Context: an optimization exercise on an open-source flow, tuned for small area, a short achievable clock period and few clock cycles. The choices shown serve that exercise and are no tape-out recipe. Function was checked by simulation only, so behaviour that the tests miss may differ from the original.

== north ==
Design Cfu, start of the top module:
module Cfu (
  input               cmd_valid,
  output              cmd_ready,
  input      [9:0]    cmd_payload_function_id,
  input      [31:0]   cmd_payload_inputs_0,
  input      [31:0]   cmd_payload_inputs_1,
  output              rsp_valid,
  input               rsp_ready,
  output     [31:0]   rsp_payload_outputs_0,
  input               reset,
  input               clk
);
wire [2:0] opcode = cmd_payload_function_id[2:0];
wire ld_upper = opcode[1] & ~opcode[0];
reg         mode;
reg  [31:0] acc;
reg  [10:0] ups;       
reg         pending;   
reg         nib;       
wire hold = cmd_valid && opcode == 3'd2 && !mode && !nib;
wire go   = cmd_valid && !hold;
wire op0  = go && opcode == 3'd0;
wire op1  = go && opcode == 3'd1;
wire op2  = go && opcode == 3'd2;
wire op3  = go && opcode == 3'd3;
wire use_sum = op3 && !reset;
wire clr     = op1 || reset;
wire [10:0] psum;
Bitblade bitblade (
  .sel8(~mode & ~nib),
  .op3(use_sum),
  .in_a(cmd_payload_inputs_0),
  .in_b(cmd_payload_inputs_1),
  .acc(acc),
  .ldu(ld_upper),
  .p_g(ups & {11{mode & ~ld_upper}}),
  .keep(~use_sum & ~clr),
  .psum(psum),
  .rsp(rsp_payload_outputs_0)
);
assign cmd_ready = !hold;
assign rsp_valid = go | pending;
always @(posedge clk)
  acc <= rsp_payload_outputs_0;
always @(posedge clk) begin
  if (reset) begin
    mode    <= 1'b0;
    ups     <= 11'd0;
    pending <= 1'b0;
    nib     <= 1'b0;
  end else begin
    if (op0) mode <= cmd_payload_function_id[3];
    if (op2) ups <= psum;
    pending <= rsp_valid & ~rsp_ready;
    nib <= hold;
  end
end
endmodule
export LEC_CHECK = 0
export CAP_MARGIN = 5
export CORE_MARGIN = 2
export CORE_UTILIZATION = 40
export SETUP_SLACK_MARGIN = 1.5
export SLEW_MARGIN = 5
export SYNTH_HIERARCHICAL = 1
export SYNTH_MINIMUM_KEEP_SIZE = 0
create_clock -name core_clock -period 13.5 [get_ports {clk}]
standard.sh (not shown) runs the stock make flow with config.mk's settings and CLKGATE_MAP_FILE= SYNTH_SCRIPT=/design/flow/synth_recipe.tcl, a recipe that flattens the netlist after the stock synthesis.
==> flow/flow/run.sh <==
#!/bin/bash
# Standard layout, with the port buffers made from sky130_fd_sc_hd__buf_2 cells instead of
# the delay cells the flow picks by default.  make's output goes to
# standard.log; each tool's own log is under orfs/logs/.
set -euo pipefail
export BUFFER_PORTS_ARGS="-buffer_cell sky130_fd_sc_hd__buf_2"
bash standard.sh > standard.log 2>&1
Testbench counts of north, summed over its fixed seeds: cycles 2,112.
Input-level comparison between south and north:
- SETUP_SLACK_MARGIN now 1.75, was 1.5
- CAP_MARGIN now 20, was 5
- SLEW_MARGIN now 20, was 5
south went all the way through synthesis, placement and routing and the layout is clean on timing, DRC and antenna.
| clock period minus final worst setup slack | south vs north | better |
north ended up with cmd_payload_inputs_0[4] as its start point of the critical path; south ended up with cmd_payload_inputs_0[28].
Against north, total wirelength of the detailed-routed design in south came out worse.
Summary of south over north: count of TritonRoute iterations in the first routing pass higher, number of filler cells placed in the layout decreased by 0.57% relative to the old numbers.
Sequential cell area share essentially unchanged between south and north.
north -> south: final weighted congestion in routability-driven placement delta 0, exact match
Changes observed in south relative to north: largest buffer count on any clock path did not really move.
diff inputs: south => east
- SETUP_SLACK_MARGIN changed from 1.75 to 1.25
Notes after the runs:
Launch point of the worst path: cmd_payload_inputs_0[13] -> east, cmd_payload_inputs_0[28] -> south. Status: relative area of clock buffers and inverters in the final design parity (east, south). On worst setup slack, east does worse than south.
Edits applied to the flow inputs when going from east to west:
- swapping 1.25 for 1.5 in SETUP_SLACK_MARGIN
## What came out
west vs. east: area growth from synthesis to layout flat, total number of multi-input combinational cells held steady, worst path setup slack after routing shows an increase of 0.10 ns, slew at the pin closest to its max-slew limit moved up, share of the core filled with cells roughly the same. Run comparison: west launch point of the critical path cmd_payload_inputs_0[4]; east launch point of the critical path cmd_payload_inputs_0[13]. Of west and east, the run reporting the lower data arrival time at the worst-slack endpoint was west.

---

wip/delta:
Cfu, a different RTL version from the one above (not shown whole).
For scale: roughly 1,100 cells after synthesis, about 110 I/O pins, ~10,000 sq um of cells after synthesis.
export LEC_CHECK = 0
export CAP_MARGIN = 20
export CORE_MARGIN = 2
export CORE_UTILIZATION = 40
export SETUP_SLACK_MARGIN = 1.5
export SLEW_MARGIN = 20
export SYNTH_HIERARCHICAL = 1
export SYNTH_MINIMUM_KEEP_SIZE = 0
create_clock -name core_clock -period 13.5 [get_ports {clk}]
Scripts as last shown in full above: flow/flow/run.sh
Testbench counts of wip/delta, summed over its fixed seeds: cycles 2,112.
Inputs modified between wip/delta and wip/zinc:
# wip/delta
export LEC_CHECK = 0
export CAP_MARGIN = 20
export CORE_MARGIN = 2
export CORE_UTILIZATION = 40
export SETUP_SLACK_MARGIN = 1.5
export SLEW_MARGIN = 20
export SYNTH_HIERARCHICAL = 1
export SYNTH_MINIMUM_KEEP_SIZE = 0
create_clock -name core_clock -period 13.5 [get_ports {clk}]
# wip/zinc
export LEC_CHECK = 0
export CAP_MARGIN = 20
export CORE_MARGIN = 2
export CORE_UTILIZATION = 60
export PLACE_DENSITY = 0.75
export SETUP_SLACK_MARGIN = 1.5
export SLEW_MARGIN = 20
export SYNTH_HIERARCHICAL = 1
export SYNTH_MINIMUM_KEEP_SIZE = 0
create_clock -name core_clock -period 13.5 [get_ports {clk}]
## What came out
- Diff wip/zinc..wip/delta | setup TNS after final layout | negligible
- Compared to wip/delta, wip/zinc shows a narrower setup margin.
## Diff of input files: wip/nickel against wip/zinc
# wip/zinc
export LEC_CHECK = 0
export CAP_MARGIN = 20
export CORE_MARGIN = 2
export CORE_UTILIZATION = 60
export PLACE_DENSITY = 0.75
export SETUP_SLACK_MARGIN = 1.5
export SLEW_MARGIN = 20
export SYNTH_HIERARCHICAL = 1
export SYNTH_MINIMUM_KEEP_SIZE = 0
create_clock -name core_clock -period 13.5 [get_ports {clk}]
# wip/nickel
export LEC_CHECK = 0
export CAP_MARGIN = 20
export CORE_MARGIN = 2
export CORE_UTILIZATION = 40
export SETUP_SLACK_MARGIN = 2.0
export SLEW_MARGIN = 20
export SYNTH_HIERARCHICAL = 1
export SYNTH_MINIMUM_KEEP_SIZE = 0
create_clock -name core_clock -period 13.5 [get_ports {clk}]
--- outcome ---
wip/nickel completed every stage of the flow, and the final layout passed the timing, design-rule and antenna checks. Summary of wip/nickel over wip/zinc: global routing usage on met2 now smaller, number of vias in the routed layout now smaller, count of placed standard cells including taps now larger.

re-timing with driven ports:
No port has a modelled driver above. Below, the same layouts with a new extraction and two added sets of constraints.
Step 1, drivers: a clkbuf_16 drives clk and a buf_2 each remaining input, both assumed.
Step 2 also shifts input and output timing later by t, the mid clock arrival at the registers, as if the neighbouring blocks saw the same clock.
Slacks: ideal / step 1 / step 2; pairs: ideal / step 1.
run	shift t [ns]	slack for setup (ns)	worst data-port slew with drivers (ns)
north	0.320	1.862 / 1.842 / 1.842	0.04
south	0.320	2.017 / 1.997 / 1.997	0.03
east	0.320	1.758 / 1.737 / 1.737	0.04
west	0.320	1.862 / 1.842 / 1.842	0.04
wip/delta	0.321	1.886 / 1.864 / 1.864	0.03
wip/zinc	0.322	1.857 / 1.836 / 1.836	0.04
wip/nickel	0.321	2.170 / 2.145 / 2.145	0.04
After both steps setup and hold are still met in every run listed. For wip/nickel, which loses most, drivers alone change the setup slack by -0.025 ns; drivers and shift together by -0.025 ns.
